From an optimization exercise on the open Yosys and OpenROAD flow, aimed at small area, a short achievable clock period and few clock cycles per item; shortcuts taken in it are not production practice.
RTL that was checked went through simulation tests only; none was proved equivalent to the original.
The clock port is modelled as an ideal driver, which makes a skipped or thinned clock tree look cheaper than it is; a real chip needs a root buffer or a tree.
Power is estimated from default activity; no workload was simulated.

Design lzss_decoder, start of the top module:
module lzss_decoder (
  input logic rst_,
  input logic clk,
  input logic literal,
  input logic data_ready,
  input logic [3*8-1:0] data_in,
  output logic new_data_ready,
  output logic data_valid,
  output logic [8-1:0] data_out
);
clock: 5.0 ns
lec_check: 0
cap_margin: 20
core_margin: 2
core_utilization: 75
cts_cluster_diameter: 60
cts_cluster_size: 15
setup_slack_margin: 3.25
slew_margin: 20
standard.sh (not shown) runs the stock make flow with config.mk's settings and CLKGATE_MAP_FILE= SYNTH_SCRIPT=/design/flow/synth_recipe.tcl, a recipe that flattens the netlist after the stock synthesis.
==> flow/flow/run.sh <==
#!/bin/bash
set -euo pipefail
R=orfs/results/${FLOW_PLATFORM}/lzss_decoder/base
bash standard.sh "BUFFER_PORTS_ARGS=-buffer_cell sky130_fd_sc_hd__buf_1" cts > 1_standard_to_cts.log 2>&1
cp $R/4_cts.odb $R/4_cts_orig.odb
R=$R openroad -no_init -exit flow/flatten_clock_tree.tcl > 2_flatten_clock_tree.log 2>&1
bash standard.sh finish > 3_standard_finish.log 2>&1
Other scripts of this flow, unchanged in this note and not shown: flow/flow/flatten_clock_tree.tcl
The baseline completed with no timing, DRC or antenna violations.
Rerun with:
--- a/flow/config.mk
+++ b/flow/config.mk
@@ -9,6 +9,6 @@
 export CORE_MARGIN = 2
-export CORE_UTILIZATION = 75
+export CORE_UTILIZATION = 65
 export CTS_CLUSTER_DIAMETER = 60
 export CTS_CLUSTER_SIZE = 15
-export SETUP_SLACK_MARGIN = 3.25
+export SETUP_SLACK_MARGIN = 3.2
 export SLEW_MARGIN = 20
Outcome: The new run produced a clean layout; clock power stays flat; synthesized cell count is unchanged; power goes down by 0.49%; setup slack is about the same; area after synthesis is unchanged; clock skew goes up by 11 ps; cell count goes up by about 3%; routed wire length goes down by about 6%; non-clock buffer count goes down by 6; maximum frequency hardly moves; cell area hardly moves.
No functional check of the RTL was part of any run of this note.

========
lzss_decoder, a different RTL version from the one above (not shown whole).
Size in the first run: roughly 1,000 cells after synthesis, about 510 flip-flops, ~14,000 um2 of cells after synthesis.
==> flow/config.mk <==
export PLATFORM = sky130hd
export DESIGN_NAME = lzss_decoder
export DESIGN_NICKNAME = lzss_decoder
export VERILOG_FILES = /design/flow/design.v
export SDC_FILE = /design/flow/constraint.sdc
export NUM_CORES = 4
export LEC_CHECK = 0
export CAP_MARGIN = 20
export CORE_MARGIN = 2
export CORE_UTILIZATION = 65
export CTS_CLUSTER_DIAMETER = 50
export CTS_CLUSTER_SIZE = 12
export SETUP_SLACK_MARGIN = 3.2
export SLEW_MARGIN = 20
==> flow/constraint.sdc <==
create_clock -name core_clock -period 5.0 [get_ports {clk}]
set_input_delay 1.0000 -clock core_clock [delete_from_list [all_inputs] [get_ports {clk}]]
set_output_delay 1.0000 -clock core_clock [all_outputs]
set_load 0.01 [all_outputs]
==> flow/flow/flatten_clock_tree.tcl <==
# Clean up the clock tree that CTS built, then re-legalise the placement:
# 2. remove the dummy loads CTS added to balance the tree (cells on a clock net
#    whose output drives nothing);
# 3. give each leaf buffer (one that drives flip-flops) the smallest clock
#    buffer that keeps the slew at its flip-flops' clock pins under SLEW_PS.
set P $::env(FLOW_HOME)/platforms/$::env(FLOW_PLATFORM)
set R $::env(R)
set SLEW_PS 110
read_db $R/4_cts_orig.odb
read_liberty $P/lib/sky130_fd_sc_hd__tt_025C_1v80.lib
read_sdc $R/4_cts.sdc
source $P/setRC.tcl

set block [ord::get_db_block]
set db [ord::get_db]
set clknet [$block findNet clk]

# 1. top levels
while {1} {
  set tops {}
  set next 0
  foreach it [$clknet getITerms] {
    set inst [$it getInst]
    if {![string match "*clkbuf*" [[$inst getMaster] getName]]} { set next 99; break }
    lappend tops $inst
    foreach lit [[[$inst findITerm X] getNet] getITerms] {
      if {[$lit getInst] ne $inst} { incr next }
    }
  }
  if {$next > 4} { break }
  foreach inst $tops {
    set net [[$inst findITerm X] getNet]
    foreach lit [$net getITerms] {
      if {[$lit getInst] eq $inst} { continue }
      $lit disconnect
      $lit connect $clknet
    }
    [$inst findITerm A] disconnect
    [$inst findITerm X] disconnect
    puts "removed [$inst getName] ([[$inst getMaster] getName]), net [$net getName]"
    odb::dbInst_destroy $inst
    odb::dbNet_destroy $net
  }
}
puts "clock port now drives [llength [$clknet getITerms]] cells"

# the clock buffers, level by level from the port
set bufs {}
set front [list $clknet]
while {[llength $front]} {
  set nfront {}
  foreach net $front {
    foreach it [$net getITerms] {
      if {![$it isInputSignal]} { continue }
      set inst [$it getInst]
      set m [[$inst getMaster] getName]
      if {[string match "*clkbuf*" $m] || [string match "*clkinv*" $m]} {
        set out "NULL"
        foreach o [$inst getITerms] {
          if {[$o isOutputSignal]} { set out [$o getNet] }
        }
        # 2. dummy loads
        if {$out eq "NULL" || [llength [$out getITerms]] < 2} {
          puts "removed dummy load [$inst getName] ($m)"
          foreach o [$inst getITerms] { if {[$o getNet] ne "NULL"} { $o disconnect } }
          odb::dbInst_destroy $inst
          if {$out ne "NULL"} { odb::dbNet_destroy $out }
          continue
        }
        lappend bufs $inst
        lappend nfront $out
      }
    }
  }
  set front $nfront
}

# 3. leaf buffers
set_propagated_clock [all_clocks]
estimate_parasitics -placement
proc sink_slew {inst} {
  set worst 0
  set net [[$inst findITerm X] getNet]
  foreach it [$net getITerms] {
    if {[$it getInst] eq $inst} { continue }
    set pin [get_pins -of_objects [get_cells [[$it getInst] getName]] -filter "name == [[$it getMTerm] getName]"]
    foreach s [list [get_property $pin slew_max_rise] [get_property $pin slew_max_fall]] {
      if {$s > $worst} { set worst $s }
    }
  }
  return $worst
}
set big [$db findMaster sky130_fd_sc_hd__clkbuf_16]
foreach inst $bufs {
  set leaf 1
  foreach it [[[$inst findITerm X] getNet] getITerms] {
    if {[$it getInst] ne $inst && [string match "*clkbuf*" [[[$it getInst] getMaster] getName]]} { set leaf 0 }
  }
  if {!$leaf} { continue }
  set orig [$inst getMaster]
  foreach m {sky130_fd_sc_hd__clkbuf_4 sky130_fd_sc_hd__clkbuf_8} {
    $inst swapMaster [$db findMaster $m]
    estimate_parasitics -placement
    set s [expr {[sink_slew $inst] * 1000.0}]
    if {$s <= $SLEW_PS} {
      puts "leaf [$inst getName]: $m (sink slew [format %.1f $s] ps)"
      break
    }
    $inst swapMaster $orig
  }
}
estimate_parasitics -placement
detailed_placement
check_placement -verbose
estimate_parasitics -placement
report_clock_latency
report_worst_slack -max
report_worst_slack -min
write_db $R/4_cts.odb
Scripts as last shown in full above: flow/flow/run.sh
Testbench counts at the start, summed over its fixed seeds: cycles 20,582, bytes 20,566.
Next try:
- CTS_CLUSTER_DIAMETER: 50 -> 60
- CTS_CLUSTER_SIZE: 12 -> 20
Effect: Global-route usage fell by 0.63 points; fmax fell by a few percent; final cell count fell slightly; synthesized cell count does not change; power rose slightly; routed wire length fell slightly; worst setup slack is worse by 0.068 ns; critical path depth is unchanged; non-clock buffer count rose by 1; sequential power barely changes; utilization rose by 0.16 points.
Next try:
- CTS_CLUSTER_SIZE: 20 -> 15
What happened: The new run ran to the end with no violations. Routed wire length shrinks by 0.65%. Synthesized cell count is unchanged. Critical path depth does not change. Final cell count grows by 0.37%. Area after synthesis is unchanged.
Next try:
--- a/flow/flow/flatten_clock_tree.tcl
+++ b/flow/flow/flatten_clock_tree.tcl
@@ -6,5 +6,5 @@
 set P $::env(FLOW_HOME)/platforms/$::env(FLOW_PLATFORM)
 set R $::env(R)
-set SLEW_PS 110
+set SLEW_PS 90
 read_db $R/4_cts_orig.odb
 read_liberty $P/lib/sky130_fd_sc_hd__tt_025C_1v80.lib
- worst setup slack loses 0.0060 ns
- non-clock buffer count does not change
- worst hold slack degrades by 0.011 ns
- via count hardly moves

========
Another version of the RTL of lzss_decoder (not shown whole).
Size: roughly 1100 cells after synthesis, about 550 flip-flops, ~0.020 mm2 of cells after synthesis.
Settings: LEC_CHECK=0, CAP_MARGIN=20, CORE_MARGIN=2, CORE_UTILIZATION=55, CTS_CLUSTER_DIAMETER=60, CTS_CLUSTER_SIZE=30, SETUP_SLACK_MARGIN=3.0, SLEW_MARGIN=20; clock period 5.0 ns.
run.sh (not shown) runs the stock make flow with config.mk's settings and CLKGATE_MAP_FILE= SYNTH_SCRIPT=/design/flow/synth_recipe.tcl, a recipe that flattens the netlist after the stock synthesis.
Stock flow here: none of the scripts above is used.
Edit:
Settings changed: CORE_UTILIZATION 55 to 40, CTS_CLUSTER_DIAMETER 60 to 80, CTS_CLUSTER_SIZE 30 to 25, SETUP_SLACK_MARGIN 3.0 to 3.3.
Outcome: The new run completed with no timing, DRC or antenna violations. Worst setup slack got worse by 26 ps. Power is lower by 3.6%. Global-route usage is lower by 8.7 points. Non-clock buffer count is higher by 117. Final cell count is higher by 15%.
Edit:
Settings changed: CORE_UTILIZATION 40 to 65, SETUP_SLACK_MARGIN 3.3 to 3.0.
=>
- combinational power drops by about 16%
- final area came out lower by 9.6%
- setup slack improved by 35 ps
- utilization goes up by 23 points
- flip-flop and latch count is unchanged
- wire length is lower by 8.6%
- worst hold slack improved by 7.8 ps
- die area shrinks by about 40%
- sequential power came out lower by about 0.7%
- global-route usage rises by 13 points
- non-clock buffer count goes down by 115
Edit:
Settings changed: CORE_UTILIZATION 65 to 40.
What happened:
- power climbs by 2.1%
- sequential share of layout area goes down by 1.4 points
- synthesized cell count is unchanged
- final area came out higher by about 2%
- global-route usage is lower by 13 points
- count of clock-buffer cells in the layout rose by 1
- routed wire length increases by 4.0%
- register-to-register slack barely changes
- worst setup slack got worse by 35 ps
No functional check of the RTL was part of any run of this note.

========
lane 1:
Another version of the RTL of lzss_decoder (not shown whole).
Size: roughly 1000 cells after synthesis, ~510 flip-flops, ~14000 um^2 of cells after synthesis.
==> flow/config.mk <==
export PLATFORM = sky130hd
export DESIGN_NAME = lzss_decoder
export DESIGN_NICKNAME = lzss_decoder
export VERILOG_FILES = /design/flow/design.v
export SDC_FILE = /design/flow/constraint.sdc
export NUM_CORES = 4
export LEC_CHECK = 0
export CAP_MARGIN = 20
export CORE_MARGIN = 2
export CORE_UTILIZATION = 65
export CTS_CLUSTER_DIAMETER = 60
export CTS_CLUSTER_SIZE = 15
export GPL_TIMING_DRIVEN = 1
export SETUP_SLACK_MARGIN = 3.15
export SLEW_MARGIN = 20
==> flow/constraint.sdc <==
create_clock -name core_clock -period 5.0 [get_ports {clk}]
set_input_delay 1.0000 -clock core_clock [delete_from_list [all_inputs] [get_ports {clk}]]
set_output_delay 1.0000 -clock core_clock [all_outputs]
set_load 0.01 [all_outputs]
standard.sh (not shown) runs the stock make flow with config.mk's settings and CLKGATE_MAP_FILE= SYNTH_SCRIPT=/design/flow/synth_recipe.tcl, a recipe that flattens the netlist after the stock synthesis.
Scripts as last shown in full above: flow/flow/run.sh
Other scripts of this flow, unchanged in this note and not shown: flow/flow/flatten_clock_tree.tcl
Lane 1 | stages: all done | timing, DRC, antenna: all pass
Testbench counts of lane 1, summed over its fixed seeds: cycles 20,582, bytes 20,566.
Inputs modified between lane 1 and lane 2:
Settings: setting GPL_ROUTABILITY_DRIVEN to 0 for the first time; removing GPL_TIMING_DRIVEN (formerly 1).
==> comparison <==
Lane 2 against lane 1: synthesized cell count did not really move, non-filler instance count after layout did not really move, maximum operating frequency did not really move, power in combinational cells did not really move, global-route met3 utilization did not really move. The combinational group share of total power of lane 2 and that of lane 1 are within noise of each other.
Changes in lane 3 relative to lane 2:
Settings: ABC_AREA now 1, previously not set; GPL_ROUTABILITY_DRIVEN no longer set, was 0.
Results
Lane 3 | status: complete | timing, DRC, antenna: pass. Post-CTS resize count grows by more than a quarter when moving from lane 2 to lane 3. Post-synthesis share of cell area spent on xor and xnor gates of lane 2 is on par with lane 3. On count of hold buffers inserted by post-cts repair, lane 2 tracks lane 3 almost exactly. Routed wire in lane 3 totals more than in lane 2. The met1 wire length reported for lane 3 is greater than that of lane 2 by about 8%.

========
lzss_decoder, a different RTL version from the one above (not shown whole).
For scale: ~1100 cells after synthesis, roughly 520 flip-flops, roughly 38 I/O pins, ~0.014 sq mm of cells after synthesis.
clock: 5.0 ns
lec_check: 0
cap_margin: 20
core_margin: 2
core_utilization: 65
cts_cluster_diameter: 60
cts_cluster_size: 15
setup_slack_margin: 3.1
slew_margin: 20
Scripts as last shown in full above: flow/flow/run.sh
Other scripts of this flow, unchanged in this note and not shown: flow/flow/flatten_clock_tree.tcl
==> next run, changes <==
- ABC_CLOCK_PERIOD_IN_PS: default -> 1800
- SETUP_SLACK_MARGIN: 3.1 -> 3.2
After rerunning: The new run ran to the end with no violations; die area is unchanged; worst setup slack is better by 0.0035 ns; cell count barely changes; combinational power goes down by about 2%; total power goes down by 1.1%.
No functional check of the RTL was part of any run of this note.

========
## job 101
RTL: one of the versions met above, not the one the previous note started from.
For scale: about 1,000 cells after synthesis, roughly 38 I/O pins, roughly 0.014 mm^2 of cells after synthesis.
==> flow/config.mk <==
export PLATFORM = sky130hd
export DESIGN_NAME = lzss_decoder
export DESIGN_NICKNAME = lzss_decoder
export VERILOG_FILES = /design/flow/design.v
export SDC_FILE = /design/flow/constraint.sdc
export NUM_CORES = 4
export LEC_CHECK = 0
export CAP_MARGIN = 20
export CORE_MARGIN = 2
export CORE_UTILIZATION = 65
export CTS_CLUSTER_DIAMETER = 60
export CTS_CLUSTER_SIZE = 15
export SETUP_SLACK_MARGIN = 3.15
export SLEW_MARGIN = 20
==> flow/constraint.sdc <==
create_clock -name core_clock -period 5.0 [get_ports {clk}]
set_input_delay 1.0000 -clock core_clock [delete_from_list [all_inputs] [get_ports {clk}]]
set_output_delay 1.0000 -clock core_clock [all_outputs]
set_load 0.01 [all_outputs]
Scripts as last shown in full above: flow/flow/run.sh
Other scripts of this flow, unchanged in this note and not shown: flow/flow/flatten_clock_tree.tcl
Testbench counts of job 101, summed over its fixed seeds: cycles 20,582, bytes 20,566.
### job 101 -> job 102
Settings: CORE_UTILIZATION now 80, was 65; SETUP_SLACK_MARGIN now 3.2, was 3.15.
Findings:
Any difference in area added between synthesis and finish between job 101 and job 102 is small enough to ignore. Between job 101 and job 102, the area of all placed cells without fillers does not differ in any meaningful way. Job 102 vs job 101: maximum fanout count along the critical path down in job 102. The lower register-to-register slack came out of job 102.
Edits applied to the flow inputs when going from job 102 to job 103:
Settings: CORE_UTILIZATION now 65, was 80.
Results
- Lower hold slack among job 103 and job 102: job 103
- Compared with job 102, job 103 shows post-detailed-placement cell area that has gone up slightly.
- Final area essentially unchanged between job 103 and job 102.
- Looking at post-route minimum period across both flows, job 103 is the stronger of the two, with job 102 trailing.
- On job 103: worst setup slack is 7.4 ps higher than what job 102 gave.
- Comparing job 103 and job 102, standby leakage power is higher on job 102.
- For total nets after synthesis, job 102 and job 103 come out practically identical.
- Of job 103 and job 102, job 102 shows the lower y dimension of the die, with job 103 above it.
- ~same area added between synthesis and finish in job 103 and job 102
- The overall power of the completed layout number comes out lower for job 103 vs job 102.
Inputs modified between job 103 and job 104:
Settings: SETUP_SLACK_MARGIN: 3.2 -> 3.15; PLACE_DENSITY: unset -> 0.8.
### Flow results
The flow did not stop early for job 103: all stages ran, and the layout cleared the timing, DRC and antenna checks.
Job 104 went all the way through the flow, and no timing, DRC or antenna check failed.
Between job 103 and job 104, the proportion of total power due to net switching figures differ only marginally.
Job 104 — met3 usage 0.28 points higher, job 103 as reference
Going from job 103 to job 104, final clock skew +14 ps, clock network fraction of design power went down 1.1 points, total chip power shows a reduction of 1.5%.

========
## P
The RTL this note starts from:
==> flow/design.v <==
`timescale 1ns / 1ps
module lzss_decoder (
  input logic rst_,
  input logic clk,
  input logic literal,
  input logic data_ready,
  input logic [3*8-1:0] data_in,
  output logic new_data_ready,
  output logic data_valid,
  output logic [8-1:0] data_out
);
  localparam int WIN = 56;
  logic [7:0] hist [WIN-1:0];
  logic [7:0]     rem;       
  logic           act;       
  logic           lit;       
  logic [7:0]     lit_byte;
  logic [WIN-1:0] sel;       
  logic [5:0]     dcnt;      
  logic       accept;
  logic [5:0] in_off;
  logic       in_far;
  logic [7:0] in_len;
  logic       in_copy;       
  logic       last;          
  logic [7:0] nxt_rem;
  logic [7:0] byte_out;
  assign accept   = data_ready & new_data_ready;
  assign in_off   = data_in[5:0];
  assign in_far   = (|data_in[15:6]) | (data_in[5:3] == 3'b111);
  assign in_len   = data_in[23:16];
  assign in_copy  = !literal && !in_far && in_len != 8'd0;
  assign last     = act && rem == 8'd1;
  assign data_out = hist[0];
  always_comb begin
    byte_out = lit ? lit_byte : 8'd0;
    for (int i = 0; i < WIN; i++)
      byte_out = byte_out | (sel[i] ? hist[i] : 8'd0);
  end
  always_comb begin
    if (accept)
      nxt_rem = literal ? 8'd1 : (in_copy ? in_len : 8'd0);
    else if (act)
      nxt_rem = rem - 8'd1;
    else
      nxt_rem = rem;
  end
  always_ff @(posedge clk) begin
    hist[0] <= byte_out;
    if (act) begin
      for (int i = WIN-1; i >= 1; i--) hist[i] <= hist[i-1];
    end
  end
  always_ff @(posedge clk) begin
    if (accept) begin
      lit_byte <= data_in[7:0];
      dcnt     <= in_off;
    end else if (act) begin
      dcnt <= dcnt - 6'd1;
    end
  end
  always_ff @(posedge clk) begin
    if (!rst_) begin
      lit <= 1'b0;
      sel <= WIN'(1);
    end else if (accept) begin
      lit <= literal;
      for (int i = 0; i < WIN; i++) sel[i] <= in_copy ? in_off == 6'(i) : (i == 0 && !literal);
    end else if (last || (act && dcnt == 6'd0)) begin
      lit <= 1'b0;
      sel <= WIN'(1);
    end
  end
  always_ff @(posedge clk) begin
    if (!rst_) begin
      rem            <= '0;
      act            <= 1'b0;
      new_data_ready <= 1'b1;
      data_valid     <= 1'b0;
    end else begin
      rem            <= nxt_rem;
      act            <= nxt_rem != 8'd0;
      new_data_ready <= nxt_rem <= 8'd1;
      data_valid     <= act;
    end
  end
endmodule
make LEC_CHECK=0 CAP_MARGIN=20 CORE_MARGIN=2 CORE_UTILIZATION=40 CTS_CLUSTER_DIAMETER=50 CTS_CLUSTER_SIZE=30 SETUP_SLACK_MARGIN=3.0 SLEW_MARGIN=20 finish   # period 5.0 ns
run.sh (not shown) runs the stock make flow with config.mk's settings and CLKGATE_MAP_FILE= SYNTH_SCRIPT=/design/flow/synth_recipe.tcl, a recipe that flattens the netlist after the stock synthesis.
Stock flow here: none of the scripts above is used.
Edits applied to the flow inputs when going from P to Q:
diff --git a/flow/config.mk b/flow/config.mk
--- a/flow/config.mk
+++ b/flow/config.mk
@@ -9,6 +9,4 @@
 export CORE_MARGIN = 2
 export CORE_UTILIZATION = 40
-export CTS_CLUSTER_DIAMETER = 50
-export CTS_CLUSTER_SIZE = 30
 export SETUP_SLACK_MARGIN = 3.0
 export SLEW_MARGIN = 20
Findings:
- When the final numbers for Q and P were put side by side, the worst endpoint data arrival time turned out to be greater in P.
- Comparing P against Q, there is no change at all in vertical extent of the die.
- Per the comparison of Q with P, number of clock buffer instances in the layout +35; post-route standard cell area excluding fillers -about 0.4%; critical path depth -2.
- Worst hold slack in Q vs P: up 3.1 ps
- Power after layout (Q vs. P) increases slightly
No run of this note included a check of the RTL's function; only the layout flow was run.

what the ideal ports hide:
In the flow no input, the clock included, has a driving cell. The finished layouts below were timed again as built, in two steps. Step 1 sets driving cells, clkbuf_16 on the clock port and buf_2 on the other inputs (assumed; they add their load-dependent delay and slew). Step 2 adds t to the input delays and takes it off the output delays; t is the mean of the earliest and latest rising clock arrival at the registers after step 1. Input paths then give back, and output paths get back, about the clock's delay inside the block. Slacks: ideal ports / drivers / drivers and shift; pairs: ideal ports / drivers.
run | t (ns) | setup WS [ns] | hold WS [ns]
the first run of note 1 | 0.416 | 2.806 / 2.874 / 2.458 | 0.331 / 0.331 / 0.331
the second run of note 1 | 0.421 | 2.804 / 2.875 / 2.454 | 0.322 / 0.322 / 0.322
the first run of note 2 | 0.436 | 3.169 / 3.074 / 3.053 | 0.332 / 0.332 / 0.332
the second run of note 2 | 0.487 | 3.101 / 3.037 / 2.747 | 0.320 / 0.320 / 0.320
the third run of note 2 | 0.429 | 3.171 / 3.083 / 3.066 | 0.340 / 0.340 / 0.340
the fourth run of note 2 | 0.433 | 3.165 / 3.073 / 3.075 | 0.329 / 0.329 / 0.329
the first run of note 3 | 0.599 | 2.936 / 2.916 / 2.469 | 0.432 / 0.432 / 0.432
the second run of note 3 | 0.639 | 2.911 / 2.857 / 2.669 | 0.427 / 0.427 / 0.427
the third run of note 3 | 0.612 | 2.945 / 2.894 / 2.630 | 0.434 / 0.434 / 0.434
the fourth run of note 3 | 0.654 | 2.910 / 2.853 / 2.505 | 0.428 / 0.428 / 0.428
lane 1 | 0.433 | 3.174 / 3.074 / 3.130 | 0.335 / 0.335 / 0.335
lane 2 | 0.433 | 3.174 / 3.074 / 3.130 | 0.335 / 0.335 / 0.335
lane 3 | 0.422 | 3.152 / 3.062 / 3.059 | 0.335 / 0.335 / 0.335
the first run of note 5 | 0.422 | 3.185 / 3.093 / 2.897 | 0.316 / 0.316 / 0.316
the second run of note 5 | 0.423 | 3.189 / 3.096 / 2.985 | 0.315 / 0.315 / 0.315
job 101 | 0.433 | 3.174 / 3.074 / 3.130 | 0.335 / 0.335 / 0.335
job 102 | 0.425 | 3.167 / 3.075 / 3.150 | 0.346 / 0.346 / 0.346
job 103 | 0.433 | 3.174 / 3.075 / 3.121 | 0.337 / 0.337 / 0.337
job 104 | 0.422 | 3.154 / 3.063 / 2.810 | 0.331 / 0.331 / 0.331
P | 0.640 | 2.847 / 2.847 / 2.284 | 0.432 / 0.432 / 0.432
Q | 0.639 | 2.911 / 2.891 / 2.340 | 0.435 / 0.435 / 0.435
After both steps every run listed still meets setup and hold. For Q, which loses most, drivers alone change the setup slack by -0.020 ns; drivers and shift together by -0.571 ns.
